From an optimization exercise on the open Yosys and OpenROAD flow, aimed at small area; shortcuts taken in it are not production practice. The RTL was checked by simulation tests, not by an equivalence proof against the original design. Power figures rest on the tool's default switching activity, not on a simulated workload.

$ cat flow/design.v
module clock_dividor(clk, rst, speedup, slowdown, tick);
input  logic clk, rst, speedup, slowdown;    
output logic tick;                           
logic [7:0] lo;
logic [2:0] ph;
logic prev, w, last, fb;
assign last = (lo == 8'h67);
assign fb   = lo[7] ^ lo[3] ^ lo[2] ^ lo[1] ^ last;
always_comb
  case ({speedup, slowdown})
    2'b01:   w = ~ph[2];
    2'b10:   w = ~ph[0];
    default: w = ~ph[1];
  endcase
always_ff @(posedge clk) begin
  lo[0]   <= rst | fb;
  lo[2:1] <= lo[1:0];
  lo[3]   <= ~rst & lo[2];
  lo[4]   <= lo[3];
  lo[5]   <= rst | lo[4];
  lo[7:6] <= lo[6:5];
  if (rst) ph <= 3'd0;
  else if (last) begin
    ph[0] <= ~ph[0];
    ph[1] <= ph[1] ^ ph[0];
    ph[2] <= ph[2] ^ (ph[1] & ph[0]);
  end
  prev <= w;
end
assign tick = w & ~prev;
endmodule
module seven_seg_decoder(v, y);
input  logic [3:0] v;
output logic [6:0] y;
assign y[0] = ~((~v[0] & v[1] & ~v[2]));
assign y[1] = ~((~v[0] & ~v[1] & v[2]) | (v[0] & ~v[1] & ~v[2] & ~v[3]) | (v[0] & v[1] & v[2]));
assign y[2] = ~((~v[1] & v[2]) | (v[0]));
assign y[3] = (~v[0] & ~v[1]) | (~v[2]) | (v[0] & v[1]);
assign y[4] = ~((v[0] & ~v[1] & ~v[2] & ~v[3]) | (~v[0] & ~v[1] & v[2]));
assign y[5] = ~((v[1] & ~v[2]) | (v[0] & ~v[2] & ~v[3]) | (v[0] & v[1]));
assign y[6] = ~((~v[1] & ~v[2] & ~v[3]) | (v[0] & v[1] & v[2]));
endmodule
module seven_seg_decoder6(v, y);
input  logic [2:0] v;
output logic [6:0] y;
assign y[0] = ~((~v[0] & v[1]));
assign y[1] = ~((v[0] & ~v[1] & ~v[2]) | (~v[0] & v[2]));
assign y[2] = (~v[0] & ~v[2]);
assign y[3] = ~((v[0] & v[2]));
assign y[4] = ~((v[0] & ~v[1] & ~v[2]) | (~v[0] & v[2]));
assign y[5] = (~v[0] & ~v[1]) | (v[2]);
assign y[6] = ~((~v[1] & ~v[2]));
endmodule
module seven_seg_decoder4(v, y);
input  logic [1:0] v;
output logic [6:0] y;
assign y[0] = ~((v[0] & ~v[1]));
assign y[1] = (v[0] & ~v[1]) | (~v[0] & v[1]);
assign y[2] = (v[0] & ~v[1]);
assign y[3] = 1'b1;
assign y[4] = (v[0] & ~v[1]) | (~v[0] & v[1]);
assign y[5] = (v[0] & v[1]);
assign y[6] = ~((~v[0] & ~v[1]));
endmodule
module STOPWATCH(in_clk, reset, start, up, plus_min2, speedup, slowdown, out_S0, out_S1, out_M0, out_M1);
input  logic in_clk, reset, start, up, plus_min2, speedup, slowdown;
output logic [6:0] out_S0, out_S1, out_M0, out_M1;
logic tick;
clock_dividor div (.clk(in_clk), .rst(~reset), .speedup(speedup), .slowdown(slowdown), .tick(tick));
sw_core core (.clk(in_clk), .tick(tick), .reset(reset), .start(start), .up(up), .plus_min2(plus_min2),
              .out_S0(out_S0), .out_S1(out_S1), .out_M0(out_M0), .out_M1(out_M1));
endmodule
module sw_core(clk, tick, reset, start, up, plus_min2, out_S0, out_S1, out_M0, out_M1);
input  logic clk, tick, reset, start, up, plus_min2;
output logic [6:0] out_S0, out_S1, out_M0, out_M1;
logic rst, pm;
assign rst = ~reset;
assign pm  = ~plus_min2;
logic [3:0] S0, M0;
logic [2:0] S1;
logic [1:0] M1;
logic ups;              
logic upp;              
logic [1:0] k;          
logic q;                
logic m1_hi, m1_step_up, m0_lim, m0_zero, s0_wrap, s0_z, s0_9, s1_b, s1_c, s1_wrap, s1_5;
logic A, B, C, D, E, ovf, M41, comp, en0;
logic [3:0] s0_step, m0_raw, m0_n;
logic [2:0] s1_step;
logic [1:0] m1_step;
assign s0_step[0] = (~S0[0]);
assign s0_step[1] = (~S0[0] & S0[1] & ups) | (~S0[0] & ~S0[1] & S0[2] & ~ups) | (~S0[0] & S0[3] & ~ups) | (S0[0] & S0[1] & ~ups) | (S0[0] & ~S0[1] & ~S0[3] & ups);
assign s0_step[2] = (S0[0] & S0[1] & ~S0[2] & ups) | (S0[0] & ~S0[1] & S0[2]) | (~S0[0] & S0[2] & ups) | (~S0[0] & S0[3] & ~ups) | (S0[1] & S0[2] & ~ups);
assign s0_step[3] = (~S0[0] & ~S0[1] & ~S0[2] & ~S0[3] & ~ups) | (S0[0] & S0[3] & ~ups) | (S0[0] & S0[1] & S0[2] & ups) | (~S0[0] & S0[3] & ups);
assign s0_wrap = (S0[0] & S0[3] & ups) | (~S0[0] & ~S0[1] & ~S0[2] & ~S0[3] & ~ups);
assign s0_z = (~S0[0] & ~S0[1] & ~S0[2] & ~S0[3]);
assign s0_9 = (S0[0] & S0[3]);
assign s1_step[0] = (~S1[0]);
assign s1_step[1] = (S1[0] & ~S1[1] & ~S1[2] & ups) | (S1[0] & S1[1] & ~ups) | (~S1[0] & S1[1] & ups) | (~S1[0] & S1[2] & ~ups);
assign s1_step[2] = (~S1[0] & S1[2] & ups) | (~S1[0] & ~S1[1] & ~S1[2] & ~ups) | (S1[0] & S1[1] & ups) | (S1[0] & S1[2] & ~ups);
assign s1_wrap = (S1[0] & S1[2] & ups) | (~S1[0] & ~S1[1] & ~S1[2] & ~ups);
assign s1_b = (~S1[0] & S1[1] & ~ups) | (S1[0] & S1[1] & ups);
assign s1_c = (~S1[1] & ~S1[2] & ~ups) | (S1[0] & S1[1] & ups) | (S1[2] & ups);
assign s1_5 = (S1[0] & S1[2]);
assign m1_hi = (M1[0] & M1[1] & ups) | (~M1[0] & ~M1[1] & ~ups);
assign m1_step[0] = (~M1[0]);
assign m1_step[1] = (M1[1] & ups) | (M1[0] & ups) | (M1[0] & M1[1]);
assign m0_lim = (M0[0] & M0[3] & ups) | (~M0[0] & ~M0[1] & ~M0[2] & ~M0[3] & ~ups);
assign m0_zero = (~M0[0] & ~M0[1] & ~M0[2] & ~M0[3]);
assign m0_raw[0] = (~M0[0] & D) | (M0[0] & ~D);
assign m0_raw[1] = ~((~M0[1] & ~D & ~pm) | (M0[1] & ~D & pm) | (~M0[1] & ~M0[2] & ~M0[3] & ~ups) | (~M0[0] & M0[3] & ups) | (M0[0] & M0[3] & ~pm) | (~M0[0] & M0[1] & ups & pm) | (~M0[0] & ~M0[1] & ups & ~pm) | (~M0[2] & ~M0[3] & ~ups & pm) | (M0[0] & M0[1] & M0[2] & pm) | (M0[0] & M0[1] & ups & D & ~pm) | (~M0[0] & ~M0[1] & ~ups & D & pm) | (~M0[0] & M0[1] & ~ups & D & ~pm) | (M0[0] & ~M0[1] & ~M0[3] & ups & D & pm) | (M0[3] & ups & ~D) | (M0[0] & ~M0[1] & ~ups & ~pm));
assign m0_raw[2] = (M0[0] & ~M0[1] & M0[2] & ~pm) | (~M0[0] & ~M0[1] & M0[2] & ups) | (~M0[0] & M0[1] & M0[2] & ~pm) | (M0[0] & M0[1] & M0[2] & ~ups) | (M0[0] & M0[1] & ~M0[2] & ups & D) | (M0[0] & ~M0[2] & ~M0[3] & ups & D & pm) | (~M0[0] & M0[3] & ~ups & D) | (M0[1] & ~M0[2] & ups & pm) | (M0[3] & ~ups & pm) | (M0[2] & ~D & ~pm) | (~M0[1] & M0[2] & ups & ~D) | (M0[1] & M0[2] & ~ups & ~D);
assign m0_raw[3] = ~((M0[2] & ~ups) | (~M0[2] & ~M0[3] & ups) | (M0[3] & pm) | (~M0[3] & ~D & ~pm) | (M0[0] & M0[1] & ~M0[2]) | (~M0[0] & ~M0[1] & M0[2]) | (~M0[0] & M0[1] & ~pm) | (M0[0] & ~M0[1] & ~M0[3] & ~pm) | (M0[1] & ~ups & ~D) | (~M0[1] & M0[2] & ~D) | (~M0[0] & M0[3] & ~ups & D) | (M0[0] & M0[1] & D & pm) | (M0[0] & ~M0[2] & ups & D));
assign ovf = ~((~D & ~pm) | (~M0[0] & M0[2]) | (~M0[2] & ~M0[3] & ups) | (~M0[1] & M0[2]) | (M0[3] & ~ups) | (M0[0] & M0[1] & ~ups) | (M0[1] & ~pm) | (M0[1] & ~D) | (M0[0] & ~ups & ~pm) | (~M0[0] & M0[3] & ~pm));
assign E = (M0[0] & M0[1] & M0[2] & ups & D & pm) | (~M0[0] & M0[1] & ~M0[2] & ~ups & D & pm) | (M0[3] & ups & pm) | (~M0[1] & ~M0[2] & ~M0[3] & ~ups & pm) | (M0[0] & M0[3] & ups) | (~M0[0] & ~M0[1] & ~M0[2] & ~M0[3] & ~ups & D);
assign A    = m1_hi & m0_lim;                  
assign B    = A & s1_b;                        
assign en0  = start & ~(B & (ups | s0_z));
assign C    = en0 & s0_wrap;                   
assign D    = C & s1_wrap;                     
assign M41  = E & m1_hi;
assign comp = (s1_c & A) | (ovf & m1_hi);      
assign m0_n = M41 ? 4'd9 : m0_raw;
logic M3, error1;
assign M3     = (upp ^ up) & start;
assign error1 = M3 | k[1] | k[0];
always_ff @(posedge clk)
  if (rst) begin
    S0  <= 4'd0;
    S1  <= up ? 3'd2 : 3'd3;
    M0  <= up ? 4'd0 : 4'd9;
    M1  <= up ? 2'd0 : 2'd3;
    ups <= up;
    upp <= up;
    k   <= 2'd0;
    q   <= 1'b0;
  end else if (tick) begin
    if (comp)                        S0 <= 4'd0;
    else if (en0 | (ups & s0_9))     S0 <= s0_step;
    if (comp & ~(C & ups & s1_5))    S1 <= ups ? 3'd3 : 3'd2;
    else if (C)                      S1 <= s1_step;
    if (~ups & M41)                  M0 <= 4'd0;
    else if (~(A & D) & (start | pm)) M0 <= m0_n;
    if (E & ~m1_hi & (pm | start))   M1 <= m1_step;
    if (~start)                      ups <= up;
    upp  <= up;
    k[1] <= M3 | (k[1] & k[0]);
    k[0] <= M3 | (k[1] & ~k[0]);
    q    <= ~q & error1;
  end
logic [6:0] d_S0, d_S1, d_M0, d_M1;
seven_seg_decoder  dS0 (.v(S0), .y(d_S0));
seven_seg_decoder6 dS1 (.v(S1), .y(d_S1));
seven_seg_decoder  dM0 (.v(M0), .y(d_M0));
seven_seg_decoder4 dM1 (.v(M1), .y(d_M1));
assign out_S0 = error1 ? (q ? 7'h5b : 7'h00) : d_S0;
assign out_S1 = error1 ? (q ? 7'h74 : 7'h00) : d_S1;
assign out_M0 = error1 ? (q ? 7'h5b : 7'h00) : d_M0;
assign out_M1 = error1 ? (q ? 7'h74 : 7'h00) : d_M1;
endmodule
$ cat flow/flow/run.sh
#!/bin/bash
# Own layout flow: the standard layout (standard.sh), with two changes:
#  - synthesis is synth_recipe.tcl with ABC's mapping script replaced by flow/abc_area.script
#    (an area-oriented script); everything before ABC, including the flip-flop mapping and
#    register names, is the standard synthesis unchanged;
#  - the input and output port buffers are sky130_fd_sc_hd__buf_1.
# Each tool's output goes to orfs/logs/ as in the standard flow; make's output to flow_make.log.
set -euo pipefail
W=$PWD
# synthesis script: synth_recipe.tcl with an abc wrapper after its first line
{
  head -n 1 synth_recipe.tcl
  cat <<'T'
proc abc {args} {
  set i [lsearch -exact $args -script]
  if { $i >= 0 } { lset args [expr {$i + 1}] $::env(MY_ABC_SCRIPT) }
  set j [lsearch -exact $args -D]
  if { $j >= 0 } { set args [lreplace $args $j [expr {$j + 1}]] }
  puts "abc with the area script: $args"
  yosys abc {*}$args
}
T
  tail -n +2 synth_recipe.tcl
} > my_synth.tcl
# standard.sh with that synthesis script and the port buffer cell
sed -e "s#SYNTH_SCRIPT=[^ ]*synth_recipe.tcl#SYNTH_SCRIPT=$W/my_synth.tcl MY_ABC_SCRIPT=$W/flow/abc_area.script 'BUFFER_PORTS_ARGS=-buffer_cell sky130_fd_sc_hd__buf_1'#" standard.sh > my_standard.sh
grep -q "my_synth.tcl" my_standard.sh
bash my_standard.sh finish > flow_make.log 2>&1
test -s out/final.def
$ cat flow/flow/abc_area.script
strash; &get -n; &deepsyn -T 20; &put; balance -l; resub -K 6 -l; rewrite -l; resub -K 6 -N 2 -l; refactor -l; resub -K 8 -l; balance -l; resub -K 8 -N 2 -l; rewrite -l; resub -K 10 -l; rewrite -z -l; resub -K 10 -N 2 -l; balance -l; resub -K 12 -l; refactor -z -l; resub -K 12 -N 2 -l; rewrite -z -l; balance -l; dch -f; map -a
$ cat flow/standard.sh
#!/bin/bash
# synth_recipe.tcl (not shown) runs the flow's synth.tcl, then flattens the netlist and writes it again
# the make line also repeats each setting of config.mk as NAME=value (left out here)
make -C /OpenROAD-flow-scripts/flow DESIGN_CONFIG=/design/flow/config.mk WORK_HOME=/design/flow/orfs CLKGATE_MAP_FILE= SYNTH_SCRIPT=/design/flow/synth_recipe.tcl "${@:-finish}"
$ cat flow/config.mk
export PLATFORM = sky130hd
export DESIGN_NAME = STOPWATCH
export DESIGN_NICKNAME = STOPWATCH
export VERILOG_FILES = /design/flow/design.v
export SDC_FILE = /design/flow/constraint.sdc
export NUM_CORES = 4
export LEC_CHECK = 0
export CAP_MARGIN = 20
export CORE_MARGIN = 2
export CORE_UTILIZATION = 40
export CTS_BUF_LIST = sky130_fd_sc_hd__clkbuf_2 sky130_fd_sc_hd__clkbuf_4
export SLEW_MARGIN = 20
$ cat flow/constraint.sdc
create_clock -name core_clock -period 10.0 [get_ports {in_clk}]
set_input_delay 2.0000 -clock core_clock [delete_from_list [all_inputs] [get_ports {in_clk}]]
set_output_delay 2.0000 -clock core_clock [all_outputs]
set_load 0.01 [all_outputs]
==> parameters.txt, run 1 <==
Parameter                              Value

Global route
  First-pass GRT wire length ... about 8600 um
  Vias in the first global route ... 1911
  Total global routing overflow ... 0
  Pin count of the biggest net entering global routing ... 15
  Met2 usage ... 33.4%
  Met1 layer usage reported by global route ... a little over a quarter
  GR Util met3 ... around 3.8%
  Number of antenna violations at the first check in global routing ... 0
  All-Layer GR Usage ... ~20%
  Global route hottest layer ... met2

Timing
  Final hold viol count ... 0
  Worst Skew ... 0.0121 ns
  Final cycle utilization of the critical path ... ~63%
  Period minus WS final ... 6.34 ns
  Setup total negative slack ... 0 ns
  Max transition margin ... a little under 60%
  Max Transition Viols Final ... 0
  Achievable Freq ... roughly 160 MHz
  Final setup violation count ... 0
  Transition time at the pin with the least slew margin ... 0.630 ns
  Setup repair after global routing missed its margin ... false

CTS
  Number of sinks driven by the clock tree ... 30
  Buffer levels on the longest clock path ... 2
  Clock-pin transition on the worst setup and hold timing paths ... roughly 0.090 ns
  Buffers inserted during post-CTS setup optimization ... 0
  H-tree levels ... 2
  CTS Buf Count ... 5
  Hold buffers post-CTS ... 0
  Later-pin clock latency in the skew report ... about 0.33 ns
  Gates resized, CTS repair ... 0
  CTS tree ... built
  Buffer type at the clock tree root ... sky130_fd_sc_hd__clkbuf_4

Finish
  Filler-free cell count of the finished design ... between 300 and 400
  Growth of design area from synthesis to finish ... 13.5%
  # diodes ... 0
  Share of final-layout standard cells stronger than drive strength 1 ... under 10%
  Final Net Count ... approximately 330

Outcome
  Outcome ... timing/DRC/antenna clean

Critical path
  Startpoint Class ... input pin
  Arrival time reported for the critical path endpoint ... about 4.3 ns
  Category of the most critical setup path ... in2out
  Peak fanout along the critical path ... 11
  Data required, critical path ... 8.00 ns
  Kind of end point of the critical path ... primary output

Hold path
  Path category of the worst min-delay check ... reg2reg

Pwr
  IR Drop Worst-Case VDD ... approximately 0.00011 V
  Total design power ... 0.370 mW
  Leakage Power ... around 0.81 nW
  Power density relative to cell area ... roughly 170 nW/um^2

Drt
  Via Count ... between 2000 and 2500
  First-pass iteration count of the detailed router ... 5
  Total wire length after detailed routing ... between 5000 and 6000 um
  Detailed-route wire length per cell ... ~13 um
  Routed Antenna Nets ... 0
  Count of unresolved DRC violations after routing ... 0
  Via density ... around 5.3
  Iter 0 DRT Violations ... 167

Synth
  Flops & latches, synth ... 30
  Avg Cell Area, Syn ... approximately 7 um^2
  Syn. warnings ... 2
  Net count after synthesis ... just under 300
  Cells after Synth ... between 200 and 300
  Post-synth top area cell ... sky130_fd_sc_hd__dfxtp_1
  Synth Cell Area ... just under 2000 um^2
  Share of the yosys chip area belonging to registers ... 36.4%
  Distinct cell type count of the synthesized netlist ... 30
  Post-synth top area share ... 19.5%
  Most area-consuming cells after synthesis ... sky130_fd_sc_hd__dfxtp_1, sky130_fd_sc_hd__edfxtp_1, sky130_fd_sc_hd__clkinv_1

Die
  Die X-Extent ... roughly 74 um
  Total die area ... ~5500 um^2
  Boundary pin count ... 35
  Core ar. ... about 4700 um^2
  Die Span Y ... ~74 um
  Effective utilization at floorplan ... 41.4%
  Total number of placement rows ... 25

Placement
  Cell count after placement ... between 300 and 400
  Half-perimeter wire length after placement ... 3900 um
  GP Congestion ... 0.902
  Buffers added on ports ... 34

Job
  Count of max-cap constraint violations ... 0
==> final timing paths <==
check / start / endpoint / slack [ns] / cells past startpoint
worst max-delay path: up / out_S0[1] / 3.66 / 10
worst min-delay path: div.lo[5] / div.lo[6] / 0.36 / 0
worst max register to register: core.ups / core.S0[3] / 4.97 / 21
worst min register to register: div.lo[5] / div.lo[6] / 0.36 / 0
==> sequential cells by signal (all words and copies together) (netlist names), 2 cells and up <==
name / flops
core.M1: 2
div.ph: 3
core.S0: 4
div.lo: 8
core.M0: 4
core.S1: 3
core.k: 2
==> cells in the mapped netlist <==
library cell and instances:
sky130_fd_sc_hd__edfxtp_1 11, sky130_fd_sc_hd__nand4_1 4, sky130_fd_sc_hd__nand3_1 11, sky130_fd_sc_hd__o211a_1 1, sky130_fd_sc_hd__o41a_2 1, sky130_fd_sc_hd__nand3b_1 1
sky130_fd_sc_hd__o221ai_1 1, sky130_fd_sc_hd__o21a_1 1, sky130_fd_sc_hd__a21oi_1 25, sky130_fd_sc_hd__dfxtp_1 19, sky130_fd_sc_hd__a22oi_1 3, sky130_fd_sc_hd__or2_2 1
sky130_fd_sc_hd__xor2_1 3, sky130_fd_sc_hd__nor4_1 1, sky130_fd_sc_hd__o22ai_1 5, sky130_fd_sc_hd__xnor2_1 2, sky130_fd_sc_hd__nand2_1 40, sky130_fd_sc_hd__a31oi_1 6
sky130_fd_sc_hd__ha_1 6, sky130_fd_sc_hd__clkinv_1 50, sky130_fd_sc_hd__o31ai_1 3, sky130_fd_sc_hd__nor2_1 39, sky130_fd_sc_hd__a32oi_1 1, sky130_fd_sc_hd__mux2i_1 1
sky130_fd_sc_hd__a22o_2 1, sky130_fd_sc_hd__o211ai_1 9, sky130_fd_sc_hd__o21ai_0 23, sky130_fd_sc_hd__nor3_1 7, sky130_fd_sc_hd__o21bai_1 1, sky130_fd_sc_hd__a221oi_1 1
==> worst max-delay path, cell delays in order <==
cell and delay (ns):
sky130_fd_sc_hd__buf_1 0.16, sky130_fd_sc_hd__xor2_1 0.23, sky130_fd_sc_hd__nand2_1 0.08, sky130_fd_sc_hd__nand3_1 0.33
sky130_fd_sc_hd__clkinv_1 0.39, sky130_fd_sc_hd__nor2_1 0.59, sky130_fd_sc_hd__clkinv_1 0.23, sky130_fd_sc_hd__nand3_1 0.14
sky130_fd_sc_hd__a21oi_1 0.07, sky130_fd_sc_hd__buf_1 0.12
==> cell type report <==
cell class              count  area [um^2]
repair buffers             34          128
clock inverters             3         15.0
fillers                   495         2500
inverters                  50          188
flip-flops and latches     30          711
clock buffers               5         37.5
well taps                  67         83.8
multi-input cells         198         1060
==> kinds of logic (layout without fill, tap and decap cells) <==
group | count (synthesis) | after routing | share of synthesized area, %
fa+ha+maj | 6 | 6 | 3.84
simple gates | 104 | 104 | 22.1
mux | 1 | 1 | 0.512
compound gates | 82 | 82 | 25.4
buf+inv | 50 | 92 | 9.60
xor+xnor | 5 | 5 | 2.24
flops | 30 | 30 | 36.4
==> through the flow <==
step	setup WS [ns]	hold slack, ns	area (um^2)	utilization [%]
6_report	3.66	0.356	2220	47.0
5_1_grt	3.29	0.367	2220	47.0
4_1_cts	3.59	0.360	2220	47.0
3_5_place_dp	3.60	0.338	2170	45.9
3_3_place_gp	3.77	0.335	2170	45.9
2_1_floorplan	4.44	0.331	1950	-
==> report_power, final <==
part | switching [mW] | leakage, nW | total, mW | internal, mW
registers | 0.0176 | 0.264 | 0.164 | 0.146
clock network | 0.0442 | 0.0329 | 0.0705 | 0.0263
logic | 0.0901 | 0.516 | 0.136 | 0.0459
total | 0.152 | 0.813 | 0.370 | 0.219
==> cells in the final DEF, fill, tap and decap left out, types with 5 or more instances in the layout <==
cell and instances:
sky130_fd_sc_hd__a21oi_1 25, sky130_fd_sc_hd__a31oi_1 6, sky130_fd_sc_hd__buf_1 34, sky130_fd_sc_hd__clkbuf_4 5
sky130_fd_sc_hd__clkinv_1 51, sky130_fd_sc_hd__dfxtp_1 19, sky130_fd_sc_hd__edfxtp_1 11, sky130_fd_sc_hd__ha_1 6
sky130_fd_sc_hd__nand2_1 40, sky130_fd_sc_hd__nand3_1 11, sky130_fd_sc_hd__nor2_1 39, sky130_fd_sc_hd__nor3_1 7
sky130_fd_sc_hd__o211ai_1 9, sky130_fd_sc_hd__o21ai_0 23, sky130_fd_sc_hd__o22ai_1 5
==> layer usage <==
metal,wire [um],part of all wire (%),vias up
li1,-,-,1044
met1,2340,47,946
met2,2340,47,60
met3,278,5.5,7
met4,51,1.0,0
met5,0,0,-
==> run 2, diff against run 1 <==
==> flow/flow/abc_area.script (replaced) <==
strash; &get -n; &deepsyn -T 20; &put; balance -l; resub -K 6 -l; rewrite -l; resub -K 6 -N 2 -l; refactor -l; resub -K 8 -l; balance -l; resub -K 8 -N 2 -l; rewrite -l; resub -K 10 -l; rewrite -z -l; resub -K 10 -N 2 -l; balance -l; resub -K 12 -l; refactor -z -l; resub -K 12 -N 2 -l; rewrite -z -l; balance -l; &get -n; &dch -f; &nf -a -R 1000; &put
==> parameters.txt, run 2 <==
Parameter                              Value

Outcome
  Outcome ... timing/DRC/antenna clean

Synth
  Synth cell count leaders ... sky130_fd_sc_hd__nand2_1, sky130_fd_sc_hd__a21oi_1, sky130_fd_sc_hd__nor2_1
  Synth Cell Area ... just under 2000 um^2
  Primary flip-flop cell chosen by synthesis mapping ... sky130_fd_sc_hd__dfxtp_1
  Post-synth top area share ... 19.7%
  Net count after synthesis ... 264
  EDFF count, synth ... 11
  Share of the yosys chip area belonging to registers ... 36.7%
  Flops & latches, synth ... 30
  Distinct cell type count of the synthesized netlist ... 43
  Most area-consuming cells after synthesis ... sky130_fd_sc_hd__dfxtp_1, sky130_fd_sc_hd__edfxtp_1, sky130_fd_sc_hd__nand2_1
  Post-synth top area cell ... sky130_fd_sc_hd__dfxtp_1
  Ys async rst share ... 0%
  Avg Cell Area, Syn ... just under 8 um^2
  Most numerous cell in the Yosys netlist ... sky130_fd_sc_hd__nand2_1
  Syn. warnings ... 2
  Cells after Synth ... between 200 and 300

CTS
  Later-pin clock latency in the skew report ... 0.32 ns
  Buffer type at the clock tree root ... sky130_fd_sc_hd__clkbuf_4
  Number of sinks driven by the clock tree ... 30
  Buffer levels on the longest clock path ... 2
  CTS tree ... built
  H-tree levels ... 2
  CTS Buf Count ... 5
  Buffers inserted during post-CTS setup optimization ... 0
  Clock-pin transition on the worst setup and hold timing paths ... 0.10 ns
  Hold buffers post-CTS ... 0
  Gates resized, CTS repair ... 0

Critical path
  Crit-path cells ... buf_1, clkinv_1, nor2_1, or3_1, clkinv_1, o21ai_0, o31ai_1, o21bai_1, o21a_1, buf_1
  Kind of end point of the critical path ... primary output
  Family of cells with the greatest summed delay on the critical path ... buffers and inverters
  Capturing instance or port of the critical path ... out_S0[1]
  Worst Reg2Reg Path Length in Cells ... 14
  Peak fanout along the critical path ... 13
  Slowest stage cell, crit path ... sky130_fd_sc_hd__clkinv_1
  Data required, critical path ... 8.00 ns
  Highest cell delay on the worst timing path ... approximately 0.39 ns
  Levels on crit path ... 10
  Startpoint Class ... input pin
  Launching instance or port of the critical path ... start
  Arrival time reported for the critical path endpoint ... 4.16 ns
  Category of the most critical setup path ... in2out
  Reg-to-reg slack, setup ... roughly 5.3 ns
  Number of buffer and inverter stages on the critical path ... 4
  Endpoint of the worst-slack reg-to-reg timing path ... core.S0[1]
  Startpoint of the most critical register-to-register path ... core.ups

Placement
  Placed cell areas ... roughly 2100 um^2
  Half-perimeter wire length after placement ... ~3700 um
  GP Congestion ... 0.850
  Buffers added on ports ... 34

Timing
  Final cycle utilization of the critical path ... about three fifths
  Setup repair after global routing missed its margin ... false
  Max Transition Viols Final ... 0
  Setup total negative slack ... 0 ns
  Final hold viol count ... 0
  Final setup violation count ... 0
  Transition time at the pin with the least slew margin ... 0.910 ns
  Period minus WS final ... between 6 and 7 ns
  Worst Skew ... around 0.0053 ns
  Max transition margin ... 38.8%
  Achievable Freq ... roughly 160 MHz

Finish
  # diodes ... 0
  Growth of design area from synthesis to finish ... 12.9%
  Final Net Count ... 305
  Most common cell after layout, fill and taps aside ... sky130_fd_sc_hd__nand2_1
  Largest regs ... div.lo (8), core.M0 (4), core.S0 (4)
  Final Cell Area ... approximately 2200 um^2
  Share of final-layout standard cells stronger than drive strength 1 ... 2.39%
  Top reg by flops ... div.lo
  Most frequent cells in the layout ... sky130_fd_sc_hd__nand2_1, sky130_fd_sc_hd__buf_1, sky130_fd_sc_hd__a21oi_1, sky130_fd_sc_hd__nor2_1, sky130_fd_sc_hd__clkinv_1
  Max reg flops ... 8

Drt
  Iter 0 DRT Violations ... between 100 and 150
  Detailed-route wire length per cell ... roughly 14 um
  Via Count ... 1953
  Total wire length after detailed routing ... 4740 um
  Routed Antenna Nets ... 0
  First-pass iteration count of the detailed router ... 4
  Count of unresolved DRC violations after routing ... 0
  Via density ... between 5 and 6

Global route
  All-Layer GR Usage ... around a fifth
  Pin count of the biggest net entering global routing ... 22
  Total global routing overflow ... 0
  Vias in the first global route ... roughly 1800
  First-pass GRT wire length ... 8120 um
  Number of antenna violations at the first check in global routing ... 0

Pwr
  Power density relative to cell area ... approximately 170 nW/um^2
  Leakage Power ... 0.834 nW
  IR Drop Worst-Case VDD ... a little under 0.00009 V

Job
  Count of max-cap constraint violations ... 0

Die
  Die Span Y ... approximately 74 um
  Effective utilization at floorplan ... between 40% and 50%
  Boundary pin count ... 35
  Total die area ... ~5400 um^2
  Die X-Extent ... between 70 and 80 um
  Core ar. ... ~4700 um^2
  Total number of placement rows ... 25

Hold path
  Path category of the worst min-delay check ... reg2reg
## run 2: changes by cell type in the layout (fill, tap and decap cells not counted), moves of 4 or more
cell | previous run | this run
sky130_fd_sc_hd__nor3_1 | 7 | 2
sky130_fd_sc_hd__o211ai_1 | 9 | 3
sky130_fd_sc_hd__nand2b_1 | 0 | 8
sky130_fd_sc_hd__nor2_1 | 39 | 24
sky130_fd_sc_hd__clkinv_1 | 51 | 22
sky130_fd_sc_hd__or3_1 | 0 | 4
sky130_fd_sc_hd__o21ai_0 | 23 | 19
## run 2: how the worst min path moves through the flow
stage	startpoint	end	slack, ns	depth (start not counted)
6_report	div.lo[5]	div.lo[6]	0.36	0
5_1_grt	div.lo[5]	div.lo[6]	0.36	0
4_1_cts	div.lo[5]	div.lo[6]	0.36	0
3_5_place_dp	div.lo[6]	div.lo[7]	0.34	0
3_3_place_gp	div.lo[5]	div.lo[6]	0.33	0
2_1_floorplan	div.lo[5]	div.lo[6]	0.33	0
## run 2: area by class of cell
cell class | instances | area [um^2]
clock buffer | 5 | 37.5
clock inverter | 3 | 16.3
fill | 489 | 2510
inverter | 21 | 78.8
multi-input combinational | 200 | 1140
sequential | 30 | 711
tap | 54 | 67.6
timing repair buffer | 34 | 128
## run 2: logic make-up after synthesis
| kind of cell | synth area share (%) |
|---|---|
| simple gates | 24.5 |
| compound gates | 26.6 |
| flops | 36.7 |
| buf+inv | 4.08 |
| xor+xnor | 3.17 |
| fa+ha+maj | 3.88 |
| mux | 1.03 |
## run 2: power by group
part	switching (mW)	total, mW	internal [mW]
clock network	0.0415	0.0676	0.0261
logic	0.0825	0.133	0.0507
registers	0.0228	0.170	0.147
## run 2: stage by stage
stage / worst slack, ns / utilization [%] / hold slack, ns / cells / total power, mW
after floorplan: 4.35 / - / 0.331 / 251 / 0.263
after global placement: 4.01 / 45.4 / 0.334 / 339 / 0.305
after detailed placement: 3.88 / 45.4 / 0.340 / 339 / 0.306
after CTS: 3.87 / 46.5 / 0.357 / 347 / 0.375
after global routing: 3.58 / 46.5 / 0.365 / 347 / 0.402
final: 3.84 / 46.5 / 0.357 / 347 / 0.370
## run 2: layer usage
metal	vias to the layer above	share of wire [%]	GRT usage [%]
li1	996	-	-
met1	896	49	27.3
met2	55	45	29.6
met3	6	4.6	2.88
met4	0	1.3	5.66
met5	-	0	0
==> run 3, diff against run 2 <==
--- a/flow/config.mk
+++ b/flow/config.mk
@@ -8,5 +8,7 @@
 export CAP_MARGIN = 20
 export CORE_MARGIN = 2
 export CORE_UTILIZATION = 40
-export CTS_BUF_LIST = sky130_fd_sc_hd__clkbuf_2 sky130_fd_sc_hd__clkbuf_4
+export CTS_BUF_LIST = sky130_fd_sc_hd__clkbuf_4 sky130_fd_sc_hd__clkbuf_8 sky130_fd_sc_hd__clkbuf_16
+export CTS_CLUSTER_DIAMETER = 200
+export CTS_CLUSTER_SIZE = 30
 export SLEW_MARGIN = 20
==> parameters.txt, run 3 <==
Parameter                              Value

Pwr
  Power density relative to cell area ... ~180 nW/um^2
  Sw Share ... between 30% and 40%
  Leakage Power ... about 0.85 nW
  P_sw ... between 0.15 and 0.2 mW
  Flop pwr share ... 42.8%
  P_int ... ~0.25 mW
  Gate power share ... between 30% and 40%
  Clock share of power ... a little under a quarter
  IR Drop Worst-Case VDD ... ~0.000079 V

Drt
  First-pass iteration count of the detailed router ... 4
  Count of unresolved DRC violations after routing ... 0
  Via density ... 5.62
  Detailed-route wire length per cell ... between 10 and 15 um
  Iter 0 DRT Violations ... 119
  Via Count ... between 1500 and 2000
  Total wire length after detailed routing ... 4800 um
  Routed Antenna Nets ... 0

Job
  Count of max-cap constraint violations ... 0

Placement
  Placed cell areas ... ~2100 um^2
  GP Congestion ... around 0.85
  Worst slack at placement ... roughly 3.9 ns
  Half-perimeter wire length after placement ... between 3000 and 4000 um
  Buffers added on ports ... 34

Critical path
  Startpoint of the most critical register-to-register path ... core.ups
  Arrival time reported for the critical path endpoint ... 4.17 ns
  Slowest stage cell, crit path ... sky130_fd_sc_hd__clkinv_1
  Category of the most critical setup path ... in2out
  Reg-to-reg slack, setup ... about 5.3 ns
  Data required, critical path ... 8.00 ns
  Endpoint of the worst-slack reg-to-reg timing path ... core.S0[1]
  Crit-path cells ... buf_1, clkinv_1, nor2_1, or3_1, clkinv_1, o21ai_0, o31ai_1, o21bai_1, o21a_1, buf_1
  Highest cell delay on the worst timing path ... approximately 0.40 ns
  Kind of end point of the critical path ... primary output
  Peak fanout along the critical path ... 13
  Startpoint Class ... input pin
  Worst Reg2Reg Path Length in Cells ... 14
  Family of cells with the greatest summed delay on the critical path ... buffers and inverters
  Number of buffer and inverter stages on the critical path ... 4

Global route
  Vias in the first global route ... between 1500 and 2000
  Total global routing overflow ... 0
  First-pass GRT wire length ... roughly 8000 um
  All-Layer GR Usage ... ~19%
  Pin count of the biggest net entering global routing ... 22
  Number of antenna violations at the first check in global routing ... 0

Timing
  Setup total negative slack ... 0 ns
  Final hold viol count ... 0
  Max Transition Viols Final ... 0
  Fin worst setup slack ... approximately 3.8 ns
  Achievable Freq ... 162 MHz
  Final setup violation count ... 0
  Period minus WS final ... slightly above 6 ns
  Transition time at the pin with the least slew margin ... slightly above 0.9 ns
  Worst Skew ... 0.00258 ns
  Max transition margin ... 38.7%
  Setup repair after global routing missed its margin ... false
  Final cycle utilization of the critical path ... roughly 62%

CTS
  Later-pin clock latency in the skew report ... 0.28 ns
  Buffer type at the clock tree root ... sky130_fd_sc_hd__clkbuf_8
  Clock-pin transition on the worst setup and hold timing paths ... approximately 0.060 ns
  CTS Buf Count ... 5
  Hold buffers post-CTS ... 0
  H-tree levels ... 2
  Buffers inserted during post-CTS setup optimization ... 0
  Number of sinks driven by the clock tree ... 30
  Gates resized, CTS repair ... 0
  Buffer levels on the longest clock path ... 2
  CTS tree ... built

Hold path
  Path category of the worst min-delay check ... reg2reg
  Worst hold stages ... 0
  Hold Startpoint ... div.lo[5]
  Endpoint, Worst Hold ... div.lo[6]

Die
  Boundary pin count ... 35
  Core ar. ... roughly 4700 um^2
  Effective utilization at floorplan ... between 40% and 50%
  Total die area ... around 5400 um^2
  Die X-Extent ... 73.5 um
  Die Span Y ... 73.5 um
  Total number of placement rows ... 25

Finish
  Largest regs ... div.lo (8), core.M0 (4), core.S0 (4)
  Util after Layout ... between 40% and 50%
  # diodes ... 0
  Growth of design area from synthesis to finish ... 14.5%
  Max reg flops ... 8
  Most common cell after layout, fill and taps aside ... sky130_fd_sc_hd__nand2_1
  Final Net Count ... 305
  FF+latch area ... 711 um^2
  Top reg by flops ... div.lo
  Share of final-layout standard cells stronger than drive strength 1 ... 2.39%
  Fill cell total of the finished layout ... 484
  Most frequent cells in the layout ... sky130_fd_sc_hd__nand2_1, sky130_fd_sc_hd__buf_1, sky130_fd_sc_hd__a21oi_1, sky130_fd_sc_hd__nor2_1, sky130_fd_sc_hd__clkinv_1
  Final Cell Area ... approximately 2200 um^2
  Area used by multi-input combinational logic ... 1140 um^2

Synth
  EDFF count, synth ... 11
  Avg Cell Area, Syn ... about 7.7 um^2
  Net count after synthesis ... about 260
  Post-synth top area share ... roughly a fifth
  Ys async rst share ... 0%
  Most numerous cell in the Yosys netlist ... sky130_fd_sc_hd__nand2_1
  Cells after Synth ... 251
  Synth Cell Area ... around 1900 um^2
  Post-synth top area cell ... sky130_fd_sc_hd__dfxtp_1
  Primary flip-flop cell chosen by synthesis mapping ... sky130_fd_sc_hd__dfxtp_1
  Distinct cell type count of the synthesized netlist ... 43
  Flops & latches, synth ... 30
  Share of the yosys chip area belonging to registers ... between 30% and 40%
  Syn. warnings ... 2
  Most area-consuming cells after synthesis ... sky130_fd_sc_hd__dfxtp_1, sky130_fd_sc_hd__edfxtp_1, sky130_fd_sc_hd__nand2_1
  Synth cell count leaders ... sky130_fd_sc_hd__nand2_1, sky130_fd_sc_hd__a21oi_1, sky130_fd_sc_hd__nor2_1

Outcome
  Outcome ... timing/DRC/antenna clean
## run 3: cell counts after synthesis
No cell type changed its count.
## run 3: final cells by class
class                           count  share of cell area [%]
Sequential cell                    30                    32.1
Tap cell                           54                    3.05
Inverter                           21                    3.56
Clock buffer                        5                    3.11
Multi-Input combinational cell    200                    51.7
Clock inverter                      3                   0.734
Timing Repair Buffer               34                    5.76
## run 3: stage by stage
step	hold slack, ns	instances	total power, mW
6_report	0.352	347	0.396
5_1_grt	0.359	347	0.427
4_1_cts	0.352	347	0.401
3_5_place_dp	0.340	339	0.306
3_3_place_gp	0.334	339	0.305
2_1_floorplan	0.331	251	0.263
## run 3: cell families after synthesis
| logic type | after synthesis | share of synthesized area, % |
|---|---|---|
| xor gates and xnor gates | 7 | 3.17 |
| buffers and inverters | 21 | 4.08 |
| AOI/OAI and AO/OA | 82 | 26.6 |
| muxes | 2 | 1.03 |
| and+or+nand+nor | 103 | 24.5 |
| adders and majority gates | 6 | 3.88 |
| DFF | 30 | 36.7 |
## run 3: power groups by stage
stage	sequential, mW	combinational [mW]	clock [mW]
2_1_floorplan	0.166	0.0969	0
4_1_cts	0.170	0.134	0.0970
3_5_place_dp	0.172	0.134	0
6_report	0.170	0.133	0.0931
3_3_place_gp	0.172	0.133	0
5_1_grt	0.173	0.152	0.102
## run 3: worst max path at each step
stage,startpoint,end,slack [ns],cells after the start
after floorplan,up,out_S0[1],4.35,8
after global placement,start,out_S0[1],4.01,10
after detailed placement,start,out_S0[1],3.88,10
after CTS,start,out_S0[1],3.87,10
after global routing,start,out_S0[1],3.58,10
final,start,out_S0[1],3.83,10
## run 3: metal layers
metal / up-vias / part of all wire [%] / track usage, %
li1: 1000 / - / -
met1: 899 / 49 / 27.2
met2: 47 / 46 / 29.8
met3: 5 / 3.5 / 3.29
met4: 0 / 1.5 / 6.26
met5: - / 0 / 0
==> run 4, diff against run 3 <==
--- a/flow/design.v
+++ b/flow/design.v
@@ -30,6 +30,17 @@
 assign tick = w & ~prev;
 endmodule
 module seven_seg_decoder(v, y);
+input  logic [3:0] v;
+output logic [6:0] y;
+assign y[0] = ~((~v[0] & v[1] & ~v[2]));
+assign y[1] = ~((~v[0] & ~v[1] & v[2]) | (v[0] & ~v[1] & ~v[2] & ~v[3]) | (v[0] & v[1] & v[2]));
+assign y[2] = ~((~v[1] & v[2]) | (v[0]));
+assign y[3] = (~v[0] & ~v[1]) | (~v[2]) | (v[0] & v[1]);
+assign y[4] = ~((v[0] & ~v[1] & ~v[2] & ~v[3]) | (~v[0] & ~v[1] & v[2]));
+assign y[5] = ~((v[1] & ~v[2]) | (v[0] & ~v[2] & ~v[3]) | (v[0] & v[1]));
+assign y[6] = ~((~v[1] & ~v[2] & ~v[3]) | (v[0] & v[1] & v[2]));
+endmodule
+module seven_seg_decoder_m0(v, y);
 input  logic [3:0] v;
 output logic [6:0] y;
 assign y[0] = ~((~v[0] & v[1] & ~v[2]));
@@ -151,7 +162,7 @@
 logic [6:0] d_S0, d_S1, d_M0, d_M1;
 seven_seg_decoder  dS0 (.v(S0), .y(d_S0));
 seven_seg_decoder6 dS1 (.v(S1), .y(d_S1));
-seven_seg_decoder  dM0 (.v(M0), .y(d_M0));
+seven_seg_decoder_m0 dM0 (.v(M0), .y(d_M0));
 seven_seg_decoder4 dM1 (.v(M1), .y(d_M1));
 assign out_S0 = error1 ? (q ? 7'h5b : 7'h00) : d_S0;
 assign out_S1 = error1 ? (q ? 7'h74 : 7'h00) : d_S1;
==> flow/flow/run.sh (replaced) <==
#!/bin/bash
# Own layout flow: the standard layout (standard.sh), with three changes:
#  - synthesis is synth_recipe.tcl with ABC's mapping script replaced by flow/abc_area.script
#    (an area-oriented script); the flip-flop mapping and register names are the standard
#    synthesis's, unchanged;
#  - the input and output port buffers are sky130_fd_sc_hd__buf_1;
#  - no adder extraction (ADDER_MAP_FILE empty): ABC maps all the logic.
# Each tool's output goes to orfs/logs/ as in the standard flow; make's output to flow_make.log.
set -euo pipefail
W=$PWD
# synthesis script: synth_recipe.tcl with an abc wrapper after its first line
{
  head -n 1 synth_recipe.tcl
  cat <<'T'
proc abc {args} {
  set i [lsearch -exact $args -script]
  if { $i >= 0 } { lset args [expr {$i + 1}] $::env(MY_ABC_SCRIPT) }
  set j [lsearch -exact $args -D]
  if { $j >= 0 } { set args [lreplace $args $j [expr {$j + 1}]] }
  puts "abc with the area script: $args"
  yosys abc {*}$args
}
T
  tail -n +2 synth_recipe.tcl
} > my_synth.tcl
# standard.sh with that synthesis script and the port buffer cell
sed -e "s#SYNTH_SCRIPT=[^ ]*synth_recipe.tcl#SYNTH_SCRIPT=$W/my_synth.tcl MY_ABC_SCRIPT=$W/flow/abc_area.script 'BUFFER_PORTS_ARGS=-buffer_cell sky130_fd_sc_hd__buf_1' ADDER_MAP_FILE=#" standard.sh > my_standard.sh
grep -q "my_synth.tcl" my_standard.sh
bash my_standard.sh finish > flow_make.log 2>&1
test -s out/final.def
==> flow/config.mk (replaced) <==
export PLATFORM = sky130hd
export DESIGN_NAME = STOPWATCH
export DESIGN_NICKNAME = STOPWATCH
export VERILOG_FILES = /design/flow/design.v
export SDC_FILE = /design/flow/constraint.sdc
export NUM_CORES = 4
export LEC_CHECK = 0
export CAP_MARGIN = 20
export CORE_MARGIN = 2
export CORE_UTILIZATION = 40
export CTS_BUF_LIST = sky130_fd_sc_hd__clkbuf_4
export CTS_CLUSTER_DIAMETER = 100
export CTS_CLUSTER_SIZE = 16
export SLEW_MARGIN = 20
==> parameters.txt, run 4 <==
Parameter                              Value

Synth
  Net count after synthesis ... between 200 and 250
  Cells after Synth ... around 240
  Ys async rst share ... 0%
  Synth Cell Area ... between 1500 and 2000 um^2
  Share of the yosys chip area belonging to registers ... 38.7%
  Post-synth top area share ... 20.7%
  Synth cell count leaders ... sky130_fd_sc_hd__a21oi_1, sky130_fd_sc_hd__nand2_1, sky130_fd_sc_hd__nor2_1, sky130_fd_sc_hd__o21ai_0, sky130_fd_sc_hd__dfxtp_1
  Primary flip-flop cell chosen by synthesis mapping ... sky130_fd_sc_hd__dfxtp_1
  Syn. warnings ... 2
  Most area-consuming cells after synthesis ... sky130_fd_sc_hd__dfxtp_1, sky130_fd_sc_hd__edfxtp_1, sky130_fd_sc_hd__a21oi_1
  EDFF count, synth ... 11
  Avg Cell Area, Syn ... between 7 and 8 um^2
  Most numerous cell in the Yosys netlist ... sky130_fd_sc_hd__a21oi_1
  Distinct cell type count of the synthesized netlist ... 35
  Post-synth top area cell ... sky130_fd_sc_hd__dfxtp_1
  Flops & latches, synth ... 30

Drt
  Via Count ... ~1800
  Total wire length after detailed routing ... around 4400 um
  Count of unresolved DRC violations after routing ... 0
  Iter 0 DRT Violations ... around 150
  Routed Antenna Nets ... 0
  First-pass iteration count of the detailed router ... 4
  Via density ... approximately 5.4
  Detailed-route wire length per cell ... approximately 13 um

Critical path
  Startpoint Class ... input pin
  Peak fanout along the critical path ... 12
  Kind of end point of the critical path ... primary output
  Category of the most critical setup path ... in2out
  Reg-to-reg slack, setup ... 6.09 ns
  Arrival time reported for the critical path endpoint ... ~4.2 ns
  Data required, critical path ... 8.00 ns

CTS
  Buffer levels on the longest clock path ... 2
  Buffer type at the clock tree root ... sky130_fd_sc_hd__clkbuf_4
  CTS tree ... built
  Number of sinks driven by the clock tree ... 30
  Hold buffers post-CTS ... 0
  H-tree levels ... 2
  Buffers inserted during post-CTS setup optimization ... 0
  Clock-pin transition on the worst setup and hold timing paths ... roughly 0.090 ns
  CTS Buf Count ... 5
  Later-pin clock latency in the skew report ... 0.33 ns
  Gates resized, CTS repair ... 0

Finish
  Most frequent cells in the layout ... sky130_fd_sc_hd__buf_1, sky130_fd_sc_hd__a21oi_1, sky130_fd_sc_hd__nand2_1, sky130_fd_sc_hd__nor2_1, sky130_fd_sc_hd__o21ai_0
  Max reg flops ... 8
  Growth of design area from synthesis to finish ... 13.4%
  # diodes ... 0
  Most common cell after layout, fill and taps aside ... sky130_fd_sc_hd__buf_1
  Top reg by flops ... div.lo
  Final Net Count ... between 200 and 300
  Largest regs ... div.lo (8), core.M0 (4), core.S0 (4)
  Fill cell total of the finished layout ... approximately 470
  Share of final-layout standard cells stronger than drive strength 1 ... 2.46%

Timing
  Transition time at the pin with the least slew margin ... 0.793 ns
  Max transition margin ... between 40% and 50%
  Worst Skew ... between 0.008 and 0.009 ns
  Achievable Freq ... between 150 and 200 MHz
  Setup repair after global routing missed its margin ... false
  Max Transition Viols Final ... 0
  Final setup violation count ... 0
  Period minus WS final ... 6.16 ns
  Fin worst setup slack ... ~3.8 ns
  Final cycle utilization of the critical path ... 61.6%
  Setup total negative slack ... 0 ns
  Final hold viol count ... 0

Pwr
  Power density relative to cell area ... about 180 nW/um^2
  IR Drop Worst-Case VDD ... ~0.0001 V
  Leakage Power ... approximately 0.75 nW
  Total design power ... around 0.38 mW

Die
  Boundary pin count ... 35
  Effective utilization at floorplan ... between 40% and 50%
  Core ar. ... between 4000 and 5000 um^2
  Total die area ... between 5000 and 6000 um^2
  Total number of placement rows ... 24
  Die X-Extent ... 71.7 um
  Die Span Y ... roughly 72 um

Global route
  All-Layer GR Usage ... between 15 and 20%
  Global route hottest layer ... met1
  First-pass GRT wire length ... roughly 7300 um
  GR Util met3 ... roughly 4.4%
  Met1 layer usage reported by global route ... around a quarter
  Number of antenna violations at the first check in global routing ... 0
  Met2 usage ... about a quarter
  Total global routing overflow ... 0
  Vias in the first global route ... ~1600
  Pin count of the biggest net entering global routing ... 22

Outcome
  Outcome ... timing/DRC/antenna clean

Placement
  GP Congestion ... 0.867
  Worst slack at placement ... between 3 and 4 ns
  Buffers added on ports ... 34
  Half-perimeter wire length after placement ... ~3300 um

Hold path
  Path category of the worst min-delay check ... reg2reg

Job
  Count of max-cap constraint violations ... 0
## run 4: cell count changes after synthesis, sizes merged, moves of 4 or more
cell,previous run,this run
nand2,40,31
o21ai,19,26
a21oi,26,32
ha,6,0
nand2b,8,4
nor3,2,6
## run 4: report_power, final
| group | internal (mW) | switching (mW) | total, mW |
|---|---|---|---|
| registers | 0.149 | 0.0256 | 0.175 |
| logic | 0.0528 | 0.0815 | 0.134 |
| clock network | 0.0263 | 0.0431 | 0.0694 |
## run 4: cell type report
type,instances,area [um^2],share of cell area (%)
clock buffer,5,37.5,1.81
clock inverter,3,15.0,0.722
inverter,18,67.6,3.25
multi-input combinational,194,1060,50.8
sequential,30,711,34.2
tap,52,65.1,3.13
timing repair buffer,34,128,6.14
## run 4: stage by stage
| stage | instances | cell area, um^2 | utilization [%] | hold slack (ns) |
|---|---|---|---|---|
| 4_1_cts | 336 | 2080 | 47.4 | 0.358 |
| 2_1_floorplan | 242 | 1830 | - | 0.331 |
| 3_5_place_dp | 328 | 2030 | 46.2 | 0.339 |
| 3_3_place_gp | 328 | 2030 | 46.2 | 0.340 |
| 6_report | 336 | 2080 | 47.4 | 0.356 |
| 5_1_grt | 336 | 2080 | 47.4 | 0.368 |
## run 4: cell families (layout without fill, tap and decap cells)
group	count (synthesis)	count (layout)	share of synthesized area [%]
AO/OA/AOI/OAI	87	87	27.6
AND/OR/NAND/NOR	95	95	23.8
multiplexers	4	4	2.39
buffers and inverters	18	60	3.68
XOR/XNOR	8	8	3.82
flip-flops	30	30	38.7
## run 4: worst max-delay path: stages
cell                       delay, ns
sky130_fd_sc_hd__buf_1          0.14
sky130_fd_sc_hd__xor2_1         0.14
sky130_fd_sc_hd__and2_0         0.16
sky130_fd_sc_hd__a21oi_1        0.06
sky130_fd_sc_hd__nand2_1        0.30
sky130_fd_sc_hd__clkinv_1       0.41
sky130_fd_sc_hd__nor2_1         0.64
sky130_fd_sc_hd__nor2_1         0.13
sky130_fd_sc_hd__buf_1          0.16
## run 4: final timing paths
check	startpoint	endpoint	cells after the start
max	up	out_M1[2]	9
min	div.lo[5]	div.lo[6]	0
min reg2reg	div.lo[5]	div.lo[6]	0
max reg2reg	core.ups	core.M0[3]	13
## run 4: routing by layer
metal  wire length (um)  vias up  share of wire (%)
li1                   -      964                  -
met1               2260      809                 51
met2               1860       51                 42
met3                219        6                5.0
met4                 57        0                1.3
met5                  0        -                  0
==> run 5, diff against run 4 <==
--- a/flow/config.mk
+++ b/flow/config.mk
@@ -8,7 +8,7 @@
 export CAP_MARGIN = 20
 export CORE_MARGIN = 2
 export CORE_UTILIZATION = 40
-export CTS_BUF_LIST = sky130_fd_sc_hd__clkbuf_4
-export CTS_CLUSTER_DIAMETER = 100
-export CTS_CLUSTER_SIZE = 16
+export CTS_BUF_LIST = sky130_fd_sc_hd__clkbuf_8
+export CTS_CLUSTER_DIAMETER = 500
+export CTS_CLUSTER_SIZE = 30
 export SLEW_MARGIN = 20
==> parameters.txt, run 5 <==
Parameter                              Value

Finish
  FF+latch area ... between 700 and 800 um^2
  Filler-free cell count of the finished design ... approximately 320
  # diodes ... 0
  Final Cell Area ... about 2100 um^2
  Growth of design area from synthesis to finish ... 16.3%
  Max reg flops ... 8
  Area used by multi-input combinational logic ... roughly 1000 um^2
  Share of final-layout standard cells stronger than drive strength 1 ... around 3.3%
  Most common cell after layout, fill and taps aside ... sky130_fd_sc_hd__buf_1
  Fill cell total of the finished layout ... around 450
  Most frequent cells in the layout ... sky130_fd_sc_hd__buf_1, sky130_fd_sc_hd__o21ai_0, sky130_fd_sc_hd__nor2_1, sky130_fd_sc_hd__a21oi_1, sky130_fd_sc_hd__nand2_1
  Final Net Count ... 278
  Largest regs ... div.lo (8), core.M0 (4), core.S0 (4)
  Top reg by flops ... div.lo

CTS
  Buffer type at the clock tree root ... sky130_fd_sc_hd__clkbuf_8
  Later-pin clock latency in the skew report ... between 0.2 and 0.3 ns
  Gates resized, CTS repair ... 0
  H-tree levels ... 2
  Clock-pin transition on the worst setup and hold timing paths ... 0.06 ns
  CTS tree ... built
  Buffer levels on the longest clock path ... 2
  Hold buffers post-CTS ... 0
  Number of sinks driven by the clock tree ... 30
  CTS Buf Count ... 5
  Buffers inserted during post-CTS setup optimization ... 0

Critical path
  Startpoint of the most critical register-to-register path ... core.ups
  Startpoint Class ... input pin
  Arrival time reported for the critical path endpoint ... roughly 4.3 ns
  Launching instance or port of the critical path ... up
  Worst Reg2Reg Path Length in Cells ... 11
  Endpoint of the worst-slack reg-to-reg timing path ... core.M0[0]
  Reg-to-reg slack, setup ... 6.27 ns
  Category of the most critical setup path ... in2out
  Peak fanout along the critical path ... 15
  Data required, critical path ... about 8 ns
  Kind of end point of the critical path ... primary output
  Capturing instance or port of the critical path ... out_M1[6]

Drt
  Detailed-route wire length per cell ... around 14 um
  Via density ... about 5.6
  Via Count ... around 1800
  Iter 0 DRT Violations ... between 200 and 250
  First-pass iteration count of the detailed router ... 4
  Total wire length after detailed routing ... roughly 4500 um
  Count of unresolved DRC violations after routing ... 0
  Routed Antenna Nets ... 0

Pwr
  IR Drop Worst-Case VDD ... 0.000111 V
  Gate power share ... 35.6%
  Flop pwr share ... around two fifths
  Sw Share ... 39.0%
  Total design power ... ~0.44 mW
  Power density relative to cell area ... about 210 nW/um^2
  Leakage Power ... 0.740 nW
  P_int ... ~0.27 mW
  Clock share of power ... 22.8%
  P_sw ... 0.171 mW

Synth
  Avg Cell Area, Syn ... 7.90 um^2
  Synth Cell Area ... roughly 1800 um^2
  Share of the yosys chip area belonging to registers ... 39.3%
  Post-synth top area cell ... sky130_fd_sc_hd__dfxtp_1
  Distinct cell type count of the synthesized netlist ... 39
  Ys async rst share ... 0%
  Most numerous cell in the Yosys netlist ... sky130_fd_sc_hd__o21ai_0
  Flops & latches, synth ... 30
  Syn. warnings ... 2
  EDFF count, synth ... 11
  Synth cell count leaders ... sky130_fd_sc_hd__o21ai_0, sky130_fd_sc_hd__nor2_1, sky130_fd_sc_hd__a21oi_1
  Most area-consuming cells after synthesis ... sky130_fd_sc_hd__dfxtp_1, sky130_fd_sc_hd__edfxtp_1, sky130_fd_sc_hd__o21ai_0
  Post-synth top area share ... between 20% and 30%
  Cells after Synth ... 229
  Net count after synthesis ... 236
  Primary flip-flop cell chosen by synthesis mapping ... sky130_fd_sc_hd__dfxtp_1

Timing
  Max Transition Viols Final ... 0
  Achievable Freq ... between 150 and 200 MHz
  Final cycle utilization of the critical path ... ~63%
  Setup total negative slack ... 0 ns
  Setup repair after global routing missed its margin ... false
  Worst Skew ... roughly 0.0023 ns
  Period minus WS final ... about 6.3 ns
  Hold slack final ... around 0.35 ns
  Max transition margin ... approximately 53%
  Final hold viol count ... 0
  Final setup violation count ... 0
  Transition time at the pin with the least slew margin ... around 0.71 ns

Die
  Total die area ... 5080 um^2
  Effective utilization at floorplan ... 41.6%
  Boundary pin count ... 35
  Core ar. ... 4350 um^2
  Total number of placement rows ... 24
  Die X-Extent ... roughly 71 um
  Die Span Y ... about 71 um

Placement
  Cell count after placement ... roughly 320
  GP Congestion ... slightly above 0.8
  Buffers added on ports ... 34
  Half-perimeter wire length after placement ... about 3300 um
  Placed cell areas ... 2010 um^2

Job
  Count of max-cap constraint violations ... 0

Outcome
  Outcome ... timing/DRC/antenna clean

Global route
  All-Layer GR Usage ... a little under a fifth
  Number of antenna violations at the first check in global routing ... 0
  First-pass GRT wire length ... ~7600 um
  Total global routing overflow ... 0
  Pin count of the biggest net entering global routing ... 21
  Vias in the first global route ... between 1500 and 2000

Hold path
  Path category of the worst min-delay check ... reg2reg
## run 5: layer usage
metal,up-vias,part of all wire (%),GRT usage (%)
met5,-,0,0
met2,39,45,26.5
li1,933,-,-
met1,834,49,27.5
met3,4,5.4,4.64
met4,0,1.1,6.92
## run 5: critical path: stages
cell	delay, ns
sky130_fd_sc_hd__buf_1	0.16
sky130_fd_sc_hd__xor2_1	0.14
sky130_fd_sc_hd__and2_0	0.17
sky130_fd_sc_hd__a21oi_1	0.06
sky130_fd_sc_hd__nand2_1	0.38
sky130_fd_sc_hd__clkinv_1	0.41
sky130_fd_sc_hd__nor2_1	0.65
sky130_fd_sc_hd__o21ai_0	0.18
sky130_fd_sc_hd__buf_1	0.16
## run 5: cell type report
class | instances | share of cell area, %
Clock inverter | 2 | 0.535
Inverter | 14 | 2.50
Sequential cell | 30 | 33.8
Clock buffer | 6 | 3.93
Timing Repair Buffer | 35 | 6.42
Tap cell | 52 | 3.09
Multi-Input combinational cell | 185 | 49.7
## run 5: cell families after synthesis
group,count (synthesis),synth area share (%)
AND/OR/NAND/NOR,89,23.2
AO/OA/AOI/OAI,84,28.3
flip-flops,30,39.3
buffers and inverters,14,2.90
XOR/XNOR,7,3.39
multiplexers,4,2.35
adder cells (fa/ha/maj),1,0.553
## run 5: how the worst min path moves through the flow
stage	from	end	cells after the start
6_report	div.lo[5]	div.lo[6]	0
3_5_place_dp	div.lo[5]	div.lo[6]	0
4_1_cts	div.lo[5]	div.lo[6]	0
3_3_place_gp	div.lo[6]	div.lo[7]	0
2_1_floorplan	div.lo[5]	div.lo[6]	0
5_1_grt	div.lo[6]	div.lo[7]	0
## run 5: power groups by stage
stage / sequential (mW) / combinational (mW) / clock, mW
floorplan: 0.176 / 0.113 / 0
global placement: 0.185 / 0.154 / 0
detailed placement: 0.185 / 0.155 / 0
CTS: 0.182 / 0.156 / 0.104
global route: 0.188 / 0.177 / 0.112
finish: 0.183 / 0.156 / 0.100
## run 5: through the flow
stage / setup slack (ns) / utilization [%]
final: 3.67 / 48.3
after CTS: 3.71 / 48.3
after floorplan: 4.39 / -
after detailed placement: 3.71 / 46.1
after global placement: 3.81 / 46.1
after global routing: 3.39 / 48.3
==> run 6, diff against run 5 <==
--- a/flow/config.mk
+++ b/flow/config.mk
@@ -5,10 +5,10 @@
 export SDC_FILE = /design/flow/constraint.sdc
 export NUM_CORES = 4
 export LEC_CHECK = 0
-export CAP_MARGIN = 20
+export CAP_MARGIN = 0
 export CORE_MARGIN = 2
 export CORE_UTILIZATION = 40
 export CTS_BUF_LIST = sky130_fd_sc_hd__clkbuf_8
 export CTS_CLUSTER_DIAMETER = 500
 export CTS_CLUSTER_SIZE = 30
-export SLEW_MARGIN = 20
+export SLEW_MARGIN = 0
==> parameters.txt, run 6 <==
Parameter                              Value

Outcome
  Outcome ... timing/DRC/antenna clean

Placement
  Placed cell areas ... roughly 2000 um^2
  GP Congestion ... around 0.81
  Buffers added on ports ... 34
  Half-perimeter wire length after placement ... ~3300 um

CTS
  Later-pin clock latency in the skew report ... about 0.27 ns
  CTS Buf Count ... 5
  Clock-pin transition on the worst setup and hold timing paths ... approximately 0.060 ns
  Gates resized, CTS repair ... 0
  Buffers inserted during post-CTS setup optimization ... 0
  H-tree levels ... 2
  Buffer type at the clock tree root ... sky130_fd_sc_hd__clkbuf_8
  Number of sinks driven by the clock tree ... 30
  Buffer levels on the longest clock path ... 2
  Hold buffers post-CTS ... 0
  CTS tree ... built

Pwr
  Total design power ... roughly 0.44 mW
  Leakage Power ... approximately 0.74 nW
  Power density relative to cell area ... 209 nW/um^2
  IR Drop Worst-Case VDD ... around 0.00011 V

Synth
  Post-synth top area share ... 21.0%
  Most numerous cell in the Yosys netlist ... sky130_fd_sc_hd__o21ai_0
  Primary flip-flop cell chosen by synthesis mapping ... sky130_fd_sc_hd__dfxtp_1
  Synth Cell Area ... ~1800 um^2
  Flops & latches, synth ... 30
  Cells after Synth ... approximately 230
  Syn. warnings ... 2
  Synth cell count leaders ... sky130_fd_sc_hd__o21ai_0, sky130_fd_sc_hd__nor2_1, sky130_fd_sc_hd__a21oi_1
  EDFF count, synth ... 11
  Distinct cell type count of the synthesized netlist ... 39
  Most area-consuming cells after synthesis ... sky130_fd_sc_hd__dfxtp_1, sky130_fd_sc_hd__edfxtp_1, sky130_fd_sc_hd__o21ai_0
  Net count after synthesis ... 236
  Post-synth top area cell ... sky130_fd_sc_hd__dfxtp_1
  Share of the yosys chip area belonging to registers ... around two fifths
  Ys async rst share ... 0%
  Avg Cell Area, Syn ... a little under 8 um^2

Drt
  Via density ... around 5.6
  Iter 0 DRT Violations ... around 210
  Total wire length after detailed routing ... roughly 4500 um
  Detailed-route wire length per cell ... between 10 and 15 um
  First-pass iteration count of the detailed router ... 4
  Via Count ... 1810
  Count of unresolved DRC violations after routing ... 0
  Routed Antenna Nets ... 0

Critical path
  Slowest stage cell, crit path ... sky130_fd_sc_hd__nor2_1
  Data required, critical path ... roughly 8 ns
  Kind of end point of the critical path ... primary output
  Worst Reg2Reg Path Length in Cells ... 11
  Category of the most critical setup path ... in2out
  Capturing instance or port of the critical path ... out_M1[6]
  Most Frequent Cell on Critical Path ... sky130_fd_sc_hd__buf_1
  Arrival time reported for the critical path endpoint ... between 4 and 5 ns
  Peak fanout along the critical path ... 15
  Startpoint of the most critical register-to-register path ... core.ups
  Launching instance or port of the critical path ... up
  Startpoint Class ... input pin
  Crit-path cells ... buf_1, xor2_1, and2_0, a21oi_1, nand2_1, clkinv_1, nor2_1, o21ai_0, buf_1
  Endpoint of the worst-slack reg-to-reg timing path ... core.M0[0]
  Highest cell delay on the worst timing path ... about 0.65 ns
  Reg-to-reg slack, setup ... ~6.3 ns

Finish
  Max reg flops ... 8
  FF+latch area ... slightly above 700 um^2
  Most common cell after layout, fill and taps aside ... sky130_fd_sc_hd__buf_1
  Growth of design area from synthesis to finish ... 16.3%
  # diodes ... 0
  Most frequent cells in the layout ... sky130_fd_sc_hd__buf_1, sky130_fd_sc_hd__o21ai_0, sky130_fd_sc_hd__nor2_1, sky130_fd_sc_hd__a21oi_1, sky130_fd_sc_hd__nand2_1
  Top reg by flops ... div.lo
  Share of final-layout standard cells stronger than drive strength 1 ... between 3 and 4%
  Final Cell Area ... between 2000 and 2500 um^2
  Final Net Count ... approximately 280
  Area used by multi-input combinational logic ... roughly 1000 um^2
  Largest regs ... div.lo (8), core.M0 (4), core.S0 (4)
  Fill cell total of the finished layout ... around 450

Timing
  Setup total negative slack ... 0 ns
  Final cycle utilization of the critical path ... a little over three fifths
  Setup repair after global routing missed its margin ... false
  Period minus WS final ... 6.33 ns
  Max transition margin ... between 50 and 60%
  Final setup violation count ... 0
  Final hold viol count ... 0
  Transition time at the pin with the least slew margin ... between 0.7 and 0.8 ns
  Achievable Freq ... 158 MHz
  Max Transition Viols Final ... 0
  Worst Skew ... roughly 0.0023 ns

Global route
  Pin count of the biggest net entering global routing ... 21
  All-Layer GR Usage ... a little under a fifth
  Number of antenna violations at the first check in global routing ... 0
  Vias in the first global route ... between 1500 and 2000
  First-pass GRT wire length ... 7580 um
  Total global routing overflow ... 0

Die
  Total number of placement rows ... 24
  Total die area ... about 5100 um^2
  Boundary pin count ... 35
  Die X-Extent ... approximately 71 um
  Core ar. ... between 4000 and 5000 um^2
  Die Span Y ... 71.3 um
  Effective utilization at floorplan ... between 40 and 50%

Hold path
  Path category of the worst min-delay check ... reg2reg

Job
  Count of max-cap constraint violations ... 0
[run 6: metal layers]
layer	track usage (%)	vias up	routed length, um
met4	6.92	0	50
met1	27.5	834	2180
met3	4.64	4	239
met2	26.5	39	1990
li1	-	933	-
met5	0	-	0
[run 6: metrics by stage]
step           utilization, %  hold WS [ns]  worst slack, ns  instances
3_3_place_gp             46.1         0.340             3.81        316
6_report                 48.3         0.352             3.67        324
4_1_cts                  48.3         0.352             3.71        324
2_1_floorplan               -         0.331             4.39        229
5_1_grt                  48.3         0.368             3.39        324
3_5_place_dp             46.1         0.340             3.71        316
[run 6: critical path: cells and delay by family]
family	cells	cell delay [ns]
simple gates	3	1.20
buf+inv	3	0.73
compound gates	2	0.24
xor+xnor	1	0.14
[run 6: how the worst min path moves through the flow]
stage	end	cells after the start	slack, ns	start
after detailed placement	div.lo[6]	0	0.34	div.lo[5]
final	div.lo[6]	0	0.35	div.lo[5]
after CTS	div.lo[6]	0	0.35	div.lo[5]
after global routing	div.lo[7]	0	0.37	div.lo[6]
after global placement	div.lo[7]	0	0.34	div.lo[6]
after floorplan	div.lo[6]	0	0.33	div.lo[5]
[run 6: where the power goes]
group | total, mW | switching [mW] | internal, mW
sequential | 0.183 | 0.0310 | 0.152
combinational | 0.156 | 0.0953 | 0.0607
clock | 0.100 | 0.0448 | 0.0554
total | 0.439 | 0.171 | 0.268
[run 6: final cells by class]
type | count | area share, %
Multi-Input combinational cell | 185 | 49.7
Sequential cell | 30 | 33.8
Timing Repair Buffer | 35 | 6.42
Clock buffer | 6 | 3.93
Tap cell | 52 | 3.09
Inverter | 14 | 2.50
Clock inverter | 2 | 0.535
[run 6: cell families (layout without fill, tap and decap cells)]
family | count (synthesis) | count (layout) | share of synthesized area, %
AOI/OAI and AO/OA | 84 | 84 | 28.3
xor gates and xnor gates | 7 | 7 | 3.39
adders and majority gates | 1 | 1 | 0.553
buffers and inverters | 14 | 57 | 2.90
DFF | 30 | 30 | 39.3
muxes | 4 | 4 | 2.35
and+or+nand+nor | 89 | 89 | 23.2

## separate check: timing with driven ports
How much do the figures lean on ideal ports? The routed layouts below were timed once more, with nothing changed but the port constraints.
Step 1 sets driving cells, clkbuf_16 on the clock port and buf_2 on the other inputs (assumed; they add their load-dependent delay and slew).
Step 2 moves the port delays by t, midway between the first and last clock arrival at a register: inputs arrive t later, outputs are due t later. That takes back most of the time a late clock gives input paths.
Slacks: no drivers / after step 1 / after step 2; pairs: no drivers / after step 1.
| run | t, ns | slack for setup (ns) | clock arrival spread, ns |
|---|---|---|---|
| run 1 | 0.351 | 3.659 / 3.633 / 3.633 | 0.012 / 0.012 |
| run 2 | 0.339 | 3.844 / 3.821 / 3.821 | 0.005 / 0.005 |
| run 3 | 0.303 | 3.831 / 3.809 / 3.809 | 0.003 / 0.003 |
| run 4 | 0.349 | 3.839 / 3.817 / 3.817 | 0.008 / 0.008 |
| run 5 | 0.297 | 3.672 / 3.652 / 3.652 | 0.003 / 0.002 |
| run 6 | 0.297 | 3.672 / 3.652 / 3.652 | 0.003 / 0.002 |
After both steps setup and hold are still met in every run listed. For run 1, which loses most, drivers alone change the setup slack by -0.026 ns; drivers and shift together by -0.026 ns.
